From an optimization exercise on the open Yosys and OpenROAD flow, aimed at small area; shortcuts taken in it are not production practice.
The RTL was checked by simulation tests, not by an equivalence proof against the original design.

// disp
module disp(
        input [31:0] val,
        input clk,
        input rst,
        output [3:0] digit_sel,
        output [7:0] seg
  );
  wire [1:0] s;
  wire [7:0] sm;
  wire [2:0] gu, gt, gh;
  wire bt, bh;
  wire [3:0] th;
  clk_divider refresh(.clk(clk), .rst(rst), .sel(s), .digit_sel(digit_sel));
  sumtree u_sum(.y(val[31:7]), .S(sm));
  dabble u_dab(.S(sm), .v(val[6:1]), .gu(gu), .gt(gt), .bt(bt), .gh(gh), .bh(bh), .th(th));
  seg_decoder p1(.s(s), .digit_sel(digit_sel), .gu(gu), .bu(val[0]), .gt(gt), .bt(bt), .gh(gh), .bh(bh), .th(th), .seg(seg));
endmodule
clock: 250.0 ns
lec_check: 0
abc_area: 0
cap_margin: 20
core_margin: 2
core_utilization: 40
slew_margin: 20
synth_hierarchical: 1
synth_minimum_keep_size: 0
standard.sh (not shown) runs the stock make flow with config.mk's settings and CLKGATE_MAP_FILE= SYNTH_SCRIPT=/design/flow/synth_recipe.tcl, a recipe that flattens the netlist after the stock synthesis.
==> flow/flow/run.sh <==
#!/bin/bash
# Layout flow: the standard flow (standard.sh), except that synthesis maps the logic
# with an area-oriented ABC script (flow/abc_map.script: strash; dch; map -a) in place of
# ORFS's delay-oriented abc_speed.script.  Everything else, registers included, is the
# standard synthesis and layout.
set -euo pipefail
W=$(pwd)
rm -rf "$W/scripts_area"
cp -r "$FLOW_HOME/scripts" "$W/scripts_area"
cp "$W/flow/abc_map.script" "$W/scripts_area/abc_speed.script"
bash standard.sh SCRIPTS_DIR="$W/scripts_area" synth > "$W/synth.log" 2>&1
bash standard.sh > "$W/layout.log" 2>&1
==> flow/flow/abc_map.script <==
strash
dch
map -a
topo
The starting point passed the timing, DRC and antenna checks.
==> next run, changes <==
--- a/flow/flow/run.sh
+++ b/flow/flow/run.sh
@@ -12 +12 @@
-bash standard.sh > "$W/layout.log" 2>&1
+bash standard.sh BUFFER_PORTS_ARGS="-buffer_cell sky130_fd_sc_hd__buf_1" > "$W/layout.log" 2>&1
=> Global-route usage goes up by 0.61 points. Sequential share of layout area grows by 0.65 points. Via count went up slightly. Worst setup slack gains 0.78 ns. Register-to-register slack is better by 0.05 ns. Routed wire length went up slightly. Area after synthesis stays the same. Final area decreases by a little under a tenth. Final cell count is about the same.
==> next run, changes <==
==> flow/run.sh (new file) <==
#!/bin/bash
# synth_recipe.tcl (not shown) runs the flow's synth.tcl, then flattens the netlist and writes it again
# the make line also repeats each setting of config.mk as NAME=value (left out here)
make -C /OpenROAD-flow-scripts/flow DESIGN_CONFIG=/design/flow/config.mk WORK_HOME=/design/flow/orfs CLKGATE_MAP_FILE= SYNTH_SCRIPT=/design/flow/synth_recipe.tcl finish
removed: flow/flow/run.sh
removed: flow/flow/abc_map.script
removed: flow/standard.sh
Effect: Global-route usage went down by 0.93 points; critical path depth does not change; hold slack barely changes; die area went up by a little under a tenth; design area went up by about a fifth; clock-buffer cell count is unchanged.


## umber
Another version of the RTL of disp (not shown whole).
For scale: ~310 cells after synthesis, ~12 flip-flops, roughly 46 I/O pins.
## disp
module disp(
        input [31:0] val,
        input clk,
        input rst,
        output [3:0] digit_sel,
        output [7:0] seg
  );
  wire [1:0] s;
  wire [6:0] sm;
  wire [2:0] gu, gt, gh;
  wire bt, bh;
  wire [3:0] th;
  clk_divider refresh(.clk(clk), .rst(rst), .sel(s), .digit_sel(digit_sel));
  sumtree u_sum(.y(val[31:7]), .S(sm));
  dabble u_dab(.S(sm), .v(val[6:1]), .gu(gu), .gt(gt), .bt(bt), .gh(gh), .bh(bh), .th(th));
  seg_decoder p1(.digit_sel(digit_sel), .gu(gu), .bu(val[0]), .gt(gt), .bt(bt), .gh(gh), .bh(bh), .th(th), .seg(seg));
endmodule
==> flow/config.mk <==
export PLATFORM = sky130hd
export DESIGN_NAME = disp
export DESIGN_NICKNAME = disp
export VERILOG_FILES = /design/flow/design.v
export SDC_FILE = /design/flow/constraint.sdc
export NUM_CORES = 4
export LEC_CHECK = 0
export ABC_AREA = 0
export CAP_MARGIN = 20
export CORE_MARGIN = 2
export CORE_UTILIZATION = 40
export CTS_BUF_LIST = sky130_fd_sc_hd__clkbuf_4
export SLEW_MARGIN = 20
export SYNTH_HIERARCHICAL = 1
export SYNTH_MINIMUM_KEEP_SIZE = 0
==> flow/constraint.sdc <==
create_clock -name core_clock -period 250.0 [get_ports {clk}]
set_input_delay 50.0000 -clock core_clock [delete_from_list [all_inputs] [get_ports {clk}]]
set_output_delay 50.0000 -clock core_clock [all_outputs]
set_load 0.01 [all_outputs]
run.sh (not shown) runs the stock make flow with config.mk's settings and CLKGATE_MAP_FILE= SYNTH_SCRIPT=/design/flow/synth_recipe.tcl, a recipe that flattens the netlist after the stock synthesis.
Stock flow here: none of the scripts above is used.
### umber -> maple
==> flow/flow/run.sh (new file) <==
#!/bin/bash
# Layout flow: the standard flow (standard.sh) with two changes:
# - synthesis maps the logic with the area-oriented ABC script flow/abc_map.script in place
#   of ORFS's delay-oriented abc_speed.script (registers are mapped as in the standard
#   synthesis);
# - every input and output port is buffered with sky130_fd_sc_hd__buf_1 instead of the
#   default buffer cell that buffer_ports picks.
# Each step's output goes to synth.log and layout.log here, and ORFS's own logs to orfs/logs.
set -euo pipefail
W=$(pwd)
rm -rf "$W/scripts_area"
cp -r "$FLOW_HOME/scripts" "$W/scripts_area"
cp "$W/flow/abc_map.script" "$W/scripts_area/abc_speed.script"
bash standard.sh SCRIPTS_DIR="$W/scripts_area" synth > "$W/synth.log" 2>&1
bash standard.sh BUFFER_PORTS_ARGS="-buffer_cell sky130_fd_sc_hd__buf_1" > "$W/layout.log" 2>&1
==> flow/flow/abc_map.script (new file) <==
strash
&get -n
&dch -f
&nf -a -R 1000
&put
topo
==> flow/standard.sh (new file) <==
#!/bin/bash
# synth_recipe.tcl (not shown) runs the flow's synth.tcl, then flattens the netlist and writes it again
# the make line also repeats each setting of config.mk as NAME=value (left out here)
make -C /OpenROAD-flow-scripts/flow DESIGN_CONFIG=/design/flow/config.mk WORK_HOME=/design/flow/orfs CLKGATE_MAP_FILE= SYNTH_SCRIPT=/design/flow/synth_recipe.tcl "${@:-finish}"
removed: flow/run.sh
### Flow results
Side by side, proportion of cell area occupied by registers turned out higher in maple than in umber. Delta (maple minus umber): average routed wire per standard cell shrank by 1.6%; aggregate global-route resource usage rose 0.42 points; via count was more or less identical. On maple: die outline width is about 3.3% lower than what umber gave. Growth of design area from synthesis to finish was lower in the run labelled maple. Changes observed in maple relative to umber: placeable core region shrank by 7.1%.

## afterwards: timing with drivers on the ports
The flow's constraints put no driver on any port. The routed layouts listed below were extracted and timed again, unchanged, in two steps.
Step 1 assumes that a clkbuf_16 drives the clock port and a buf_2 every other input.
Step 2 times the ports against the registers' clock, not the clock port: input delays grow and output delays shrink by t, the midpoint of the rising clock arrivals with the driver on.
Three values: ideal, step 1, step 2; two values: the first two.
run	t, ns	setup slack, ns	worst setup path at the end	slew at the worst register clock pin (ns)	cell pins on the clock port's net
the first run of note 1	0.257	133.605 / 133.581 / 133.581	input to output	0.05 / 0.05	1
the second run of note 1	0.257	134.385 / 134.359 / 134.359	input to output	0.05 / 0.05	1
the third run of note 1	0.256	133.564 / 133.540 / 133.540	input to output	0.05 / 0.05	1
umber	0.283	130.827 / 130.803 / 130.803	input to output	0.07 / 0.07	1
maple	0.284	131.219 / 131.198 / 131.198	input to output	0.07 / 0.07	1
After both steps every run listed still meets setup and hold. The setup slack of the second run of note 1, which loses most, moves by -0.026 ns with the drivers and by -0.026 ns with both steps.
